Source: an optimization exercise on an open RTL-to-GDS flow (aim: small area). Production flows keep margins and buffers that such runs may drop. Only simulation tests tie the RTL to the original design; equivalence was not proved. Power and IR drop assume default switching activity.

// Cricket
module Cricket(
    input clk_fpga,
    input reset,
    input btnU,
    input sw,
    output dp,
    output [6:0] seg,
    output [3:0] an,
    output [15:0] led
    );
For scale: roughly 90 flip-flops, about 32 I/O pins.
export LEC_CHECK = 0
export CAP_MARGIN = 20
export CORE_MARGIN = 2
export CORE_UTILIZATION = 40
export CTS_CLUSTER_DIAMETER = 200
export CTS_CLUSTER_SIZE = 50
export SLEW_MARGIN = 20
create_clock -name core_clock -period 12.0 [get_ports {clk_fpga}]
standard.sh (not shown) runs the stock make flow with config.mk's settings and CLKGATE_MAP_FILE= SYNTH_SCRIPT=/design/flow/synth_recipe.tcl, a recipe that flattens the netlist after the stock synthesis.
==> flow/flow/run.sh <==
#!/bin/bash
# Own layout flow: the standard ORFS flow (standard.sh), with the synthesis
# mapped for area instead of speed (the 12 ns clock leaves ample slack):
#  - abc maps the combinational logic with an area-oriented script
#    (abc_area_own.script, used in place of ORFS's abc_speed.script),
#  - Yosys's adder cells (ha/fa) are not pre-placed, so abc maps adders too,
#  - the port buffers are the smallest buffer, sky130_fd_sc_hd__buf_1,
#  - CTS arguments from cts_args.txt, if present.
# Registers, their names and cell types are the standard synthesis's.
# Every tool's output goes to the ORFS logs under orfs/logs/ and to flow.log here.
set -euo pipefail
WORK=$(pwd)
SC="$WORK/scripts_own"
rm -rf "$SC"
cp -r "$FLOW_HOME/scripts" "$SC"
cp "$WORK/flow/abc_area_own.script" "$SC/abc_speed.script"
ARGS=("SCRIPTS_DIR=$SC" "ADDER_MAP_FILE=" "BUFFER_PORTS_ARGS=-buffer_cell sky130_fd_sc_hd__buf_1")
if [[ -f "$WORK/flow/cts_args.txt" ]]; then
    ARGS+=("CTS_ARGS=$(cat "$WORK/flow/cts_args.txt")")
fi
bash "$WORK/standard.sh" "${ARGS[@]}" finish > "$WORK/flow.log" 2>&1
==> flow/flow/abc_area_own.script <==
strash
dch -f
amap
strash
dch -f
amap
topo
==> flow/flow/cts_args.txt <==
-repair_clock_nets -dont_use_dummy_load -buf_list sky130_fd_sc_hd__clkbuf_4 -root_buf sky130_fd_sc_hd__clkbuf_8 -sink_clustering_enable -sink_clustering_size 12 -sink_clustering_max_diameter 60
Next try:
==> flow/flow/cts_args.txt (replaced) <==
-sink_clustering_enable -repair_clock_nets -dont_use_dummy_load -sink_clustering_size 100 -sink_clustering_max_diameter 500 -sink_buffer_max_cap_derate 1 -buf_list sky130_fd_sc_hd__clkbuf_16 -root_buf sky130_fd_sc_hd__clkbuf_16
After rerunning: The changed run went through all stages and came out clean; design area climbs by 2.1%; critical path depth does not change; setup slack improves by 40 ps; first-iteration DRC count rises by 15%; sequential share of layout area decreases by 0.77 points; via count is higher by 0.39%; flip-flop and latch count does not change; maximum frequency climbs by 0.59%; cell count stays the same.
Next try:
==> flow/flow/cts_args.txt (replaced) <==
-sink_clustering_enable -repair_clock_nets -dont_use_dummy_load -sink_clustering_size 50 -sink_clustering_max_diameter 200
Effect: Power shrinks by roughly a tenth. Synthesized cell count is unchanged. Maximum frequency shrinks slightly.
Next try:
==> flow/flow/cts_args.txt (replaced) <==
-sink_clustering_enable -repair_clock_nets -dont_use_dummy_load -sink_clustering_levels 1 -sink_clustering_size 32 -sink_clustering_max_diameter 300 -buf_list sky130_fd_sc_hd__clkbuf_8
Effect:
- via count does not change
- clock-buffer cell count does not change
- global-route usage does not change
- worst setup slack is unchanged
Next try:
==> flow/flow/cts_args.txt (replaced) <==
-sink_clustering_enable -repair_clock_nets -dont_use_dummy_load -sink_buffer_max_cap_derate 1 -buf_list sky130_fd_sc_hd__clkbuf_8
What happened: The changed run finished clean; via count is unchanged; synthesized cell count does not change; setup slack does not change; clock-buffer cell count is unchanged; core utilization is unchanged; clock skew is unchanged; fmax is unchanged; die area does not change.

* * *

The RTL this note starts from:
==> flow/design.v <==
`timescale 1ns / 1ps
module Cricket(
    input clk_fpga,
    input reset,
    input btnU,
    input sw,
    output dp,
    output [6:0] seg,
    output [3:0] an,
    output [15:0] led
    );
    reg [11:0] count;
    reg new_press, stable, now_stable;
    wire cnt_low0 = (count[10:0] == 11'd0);
    wire cnt_term = ~count[11] & cnt_low0;
    wire cnt_fb = (count[11] & ~cnt_low0) ^ count[7] ^ count[1] ^ count[0];
    wire cnt_clr = reset | (btnU != new_press);
    always @(posedge clk_fpga) begin
        count <= cnt_clr ? 12'h001 : {count[10:0], cnt_fb};
        if (reset) begin
            new_press <= 0;
            stable <= 0;
        end else if (btnU == new_press) begin
            if (cnt_term)
                stable <= btnU;
        end else
            new_press <= btnU;
    end
    always @(posedge clk_fpga)
        now_stable <= stable;
    wire delivery = stable & ~now_stable;
    reg [5:1] shift;
    always @(posedge clk_fpga) begin
        if (reset) shift <= 5'b11111;
        else shift <= {shift[1] ^ shift[4], shift[5:2]};
    end
    wire [3:0] q  = {shift[3:1], shift[5] ^ shift[3]};
    wire [3:0] qp = {shift[2:1], shift[5] ^ shift[3], shift[4] ^ shift[2]};    
    reg [8:0] cnt;      
    reg [2:0] ph;       
    reg [4:0] hb;       
    wire cnt_end = (cnt == 9'd33);      
    always @(posedge clk_fpga) begin
        if (reset) begin
            cnt <= 0;
            ph <= 3'd1;
            hb <= 0;
        end else if (cnt_end) begin
            cnt <= 0;
            ph <= ph + 1'b1;
            hb <= (hb == 5'd20) ? 5'd0 : {hb[3:0], ~(hb[4] ^ hb[2])};    
        end else
            cnt <= {cnt[7:0], ~(cnt[8] ^ cnt[4])};
    end
    wire [1:0] digit = ph[2:1];
    reg [4:0] sc;
    wire sc_step = (ph == 3'd5) && (hb == 5'd0) && (cnt == 9'd0);    
    always @(posedge clk_fpga) begin
        if (reset)
            sc <= 0;
        else if (sc_step)
            sc <= (sc == 5'd14) ? 5'd31 : (sc == 5'd31) ? 5'd15 : sc + 1'b1;
    end
    reg [15:0] scroll;
    integer i;
    always @(*) begin
        for (i = 0; i < 16; i = i + 1)
            scroll[i] = sc[4] ? (sc[3:0] != i) : ((sc[3:0] > i) || (sc[3:0] == 4'd15));
    end
    reg [1:0] t1h, t2h;          
    reg [3:0] t1t, t2t;          
    reg [3:0] t1o, t2o;          
    reg [3:0] t1w, t2w;          
    reg [6:0] b1, b2;            
    reg selD;                    
    reg selL;                    
    reg pend;                    
    reg pendb;                   
    reg G;                       
    reg inningOver;
    wire [1:0] ch = selD ? t2h : t1h;
    wire [3:0] ct = selD ? t2t : t1t;
    wire [3:0] co = selD ? t2o : t1o;
    wire [3:0] cw = selD ? t2w : t1w;
    wire [6:0] cb = selL ? b2 : b1;
    wire over1 = (t1w >= 4'd10) || (b1 >= 7'd120);
    wire over2 = (t2w >= 4'd10) || (b2 >= 7'd120);
    wire gameOver = G | (over1 & over2);
    wire winner = ~({t1h, t1t, t1o} > {t2h, t2t, t2o});
    reg [2:0] d;
    always @(*) begin
        case (qp)
            3, 4, 5, 6: d = 3'd1;
            7, 8, 9:    d = 3'd2;
            10:         d = 3'd3;
            11:         d = 3'd4;
            12:         d = 3'd6;
            default:    d = 3'd0;
        endcase
    end
    wire wk = (qp == 4'd15);
    wire [3:0] o_sum = co + d;
    wire top = ch[1] && (ct == 4'd5);             
    wire o_carry = top ? (o_sum >= 4'd6) : (o_sum >= 4'd10);
    wire [3:0] n_o = o_carry ? o_sum - (top ? 4'd6 : 4'd10) : o_sum;
    wire t_carry = o_carry && (top || ct == 4'd9);
    wire [3:0] n_t = t_carry ? 4'd0 : ct + o_carry;
    wire [1:0] n_h = (top && o_carry) ? 2'd0 : ch + t_carry;
    wire [3:0] n_w = cw + wk;
    always @(posedge clk_fpga) begin
        if (reset) begin
            t1h <= 0; t1t <= 0; t1o <= 0; t1w <= 0;
            t2h <= 0; t2t <= 0; t2o <= 0; t2w <= 0;
            b1 <= 0; b2 <= 0;
            pend <= 0; pendb <= 0;
            G <= 0;
        end else begin
            if (pend && !selD) begin
                t1h <= n_h; t1t <= n_t; t1o <= n_o; t1w <= n_w;
            end
            if (pend && selD) begin
                t2h <= n_h; t2t <= n_t; t2o <= n_o; t2w <= n_w;
            end
            if (pendb && !selL) b1 <= cb + 1'b1;
            if (pendb && selL) b2 <= cb + 1'b1;
            pend <= delivery && !gameOver && (cw < 4'd10);
            pendb <= delivery && !gameOver && !inningOver && (q != 4'd13) && (q != 4'd14);
            G <= gameOver;
        end
    end
    always @(posedge clk_fpga) begin
        if (!(delivery && cw >= 4'd10)) selD <= sw;
        if (!(delivery && inningOver)) selL <= sw;
    end
    always @(posedge clk_fpga)
        inningOver <= !reset && ((cw >= 4'd10) || (cb >= 7'd120));
    assign led = G ? scroll : {9'd0, cb};
    reg [3:0] nd;
    always @(*) begin
        case (digit)
            2'd0: nd = (cw >= 4'd10) ? cw - 4'd10 : cw;
            2'd1: nd = co;
            2'd2: nd = ct;
            2'd3: nd = {2'b00, ch};
        endcase
    end
    reg [6:0] seg_n;        
    always @(*) begin
        case (nd)
            0: seg_n = 7'b100_0000;
            1: seg_n = 7'b111_1001;
            2: seg_n = 7'b010_0100;
            3: seg_n = 7'b011_0000;
            4: seg_n = 7'b001_1001;
            5: seg_n = 7'b001_0010;
            6: seg_n = 7'b000_0010;
            7: seg_n = 7'b111_1000;
            8: seg_n = 7'b000_0000;
            9: seg_n = 7'b001_0000;
            default: seg_n = 7'b000_1000;
        endcase
    end
    reg [6:0] seg_go;       
    always @(*) begin
        case (digit)
            2'd1: seg_go = winner ? 7'b010_0100 : 7'b111_1001;
            2'd3: seg_go = 7'b000_0111;
            default: seg_go = 7'b100_0000;
        endcase
    end
    reg [6:0] seg_io;       
    always @(*) begin
        case (digit)
            2'd0: seg_io = 7'b111_1101;
            2'd1: seg_io = 7'b100_0000;
            2'd2: seg_io = 7'b100_1111;
            2'd3: seg_io = 7'b101_1111;
        endcase
    end
    wire [6:0] segs = gameOver ? seg_go : inningOver ? seg_io : seg_n;
    assign seg = segs;
    assign an = ~(4'b0001 << digit);
    assign dp = ~(digit == 2'd1);
endmodule
clock: 12.0 ns
lec_check: 0
cap_margin: 20
core_margin: 2
core_utilization: 70
cts_cluster_diameter: 200
cts_cluster_size: 50
slew_margin: 20
==> flow/flow/abc_area_own.script <==
strash
balance
rewrite -l
refactor -l
balance -l
rewrite -l
rewrite -z -l
balance -l
refactor -z -l
rewrite -z -l
balance -l
dch -f
amap
strash
dch -f
amap
topo
==> flow/flow/cts_args.txt <==
-sink_clustering_enable -repair_clock_nets -dont_use_dummy_load -sink_clustering_size 50 -sink_clustering_max_diameter 200
Scripts as last shown in full above: flow/flow/run.sh
The starting point finished with timing, DRC and antenna clean.
Rerun with:
==> flow/flow/cts_args.txt (replaced) <==
-sink_clustering_enable -repair_clock_nets -dont_use_dummy_load -buf_list sky130_fd_sc_hd__clkbuf_4 -root_buf sky130_fd_sc_hd__clkbuf_8
- The changed run passed the timing, DRC and antenna checks
- synthesized cell count stays the same
- cell area stays the same
- wire length is unchanged
- core utilization stays the same
- setup slack does not change
- clock power hardly moves
- sequential power barely changes
- synthesized area does not change
- flip-flop and latch count is unchanged
- worst hold slack does not change
Rerun with:
==> flow/flow/cts_args.txt (replaced) <==
-sink_clustering_enable -repair_clock_nets -dont_use_dummy_load -sink_clustering_size 50 -sink_clustering_max_diameter 200
- CORE_UTILIZATION: 70 -> 40
The changed run ran to the end with no violations.
Fmax shrinks slightly.
Worst setup slack got worse by 0.091 ns.
Sequential power barely changes.
Global-route usage is lower by 12 points.
Power climbs slightly.
Clock power rose by a few percent.
Synthesized cell count stays the same.
Wire length climbs by a few percent.
Rerun with:
--- a/flow/flow/abc_area_own.script
+++ b/flow/flow/abc_area_own.script
@@ -1,2 +1,13 @@
+strash
+balance
+rewrite -l
+refactor -l
+balance -l
+rewrite -l
+rewrite -z -l
+balance -l
+refactor -z -l
+rewrite -z -l
+balance -l
 strash
 balance
The new run passed the timing, DRC and antenna checks.
Maximum frequency falls slightly.
Cell count is unchanged.
Power falls slightly.
Worst hold slack stays flat.
Wire length falls by a few percent.
Global-route usage falls by 0.87 points.
Cell area falls slightly.
First-iteration DRC count rises by roughly a tenth.
Non-clock buffer count rises by 2.
Worst setup slack is worse by 0.082 ns.
Combinational power falls by roughly a tenth.

[re-timing with driven ports]
In the flow no input, the clock included, has a driving cell. The finished layouts below were timed again as built, in two steps.
Step 1 assumes that a clkbuf_16 drives the clock port and a buf_2 every other input.
Step 2 moves the port delays by t, midway between the first and last clock arrival at a register: inputs arrive t later, outputs are due t later. That takes back most of the time a late clock gives input paths.
a / b / c = ideal ports / drivers / drivers and shift; a / b = the first two.
| run | t, ns | setup slack, ns | worst setup path at the end | latest minus earliest clock arrival (ns) | worst slew at a driven data input, ns |
|---|---|---|---|---|---|
| the first run of note 1 | 0.387 | 5.258 / 5.226 / 5.613 | register to output | 0.028 / 0.028 | 0.03 |
| the second run of note 1 | 0.373 | 5.298 / 5.260 / 5.633 | register to output | 0.020 / 0.020 | 0.03 |
| the third run of note 1 | 0.387 | 5.258 / 5.226 / 5.613 | register to output | 0.028 / 0.028 | 0.03 |
| the fourth run of note 1 | 0.387 | 5.258 / 5.226 / 5.613 | register to output | 0.028 / 0.028 | 0.03 |
| the fifth run of note 1 | 0.387 | 5.258 / 5.226 / 5.613 | register to output | 0.028 / 0.028 | 0.03 |
| the first run of note 2 | 0.374 | 5.800 / 5.769 / 6.143 | register to output | 0.020 / 0.020 | 0.03 |
| the second run of note 2 | 0.374 | 5.800 / 5.769 / 6.143 | register to output | 0.020 / 0.020 | 0.03 |
| the third run of note 2 | 0.382 | 5.709 / 5.671 / 6.053 | register to output | 0.021 / 0.020 | 0.04 |
| the fourth run of note 2 | 0.381 | 5.627 / 5.594 / 5.975 | register to output | 0.049 / 0.049 | 0.04 |
After both steps setup and hold are still met in every run listed.
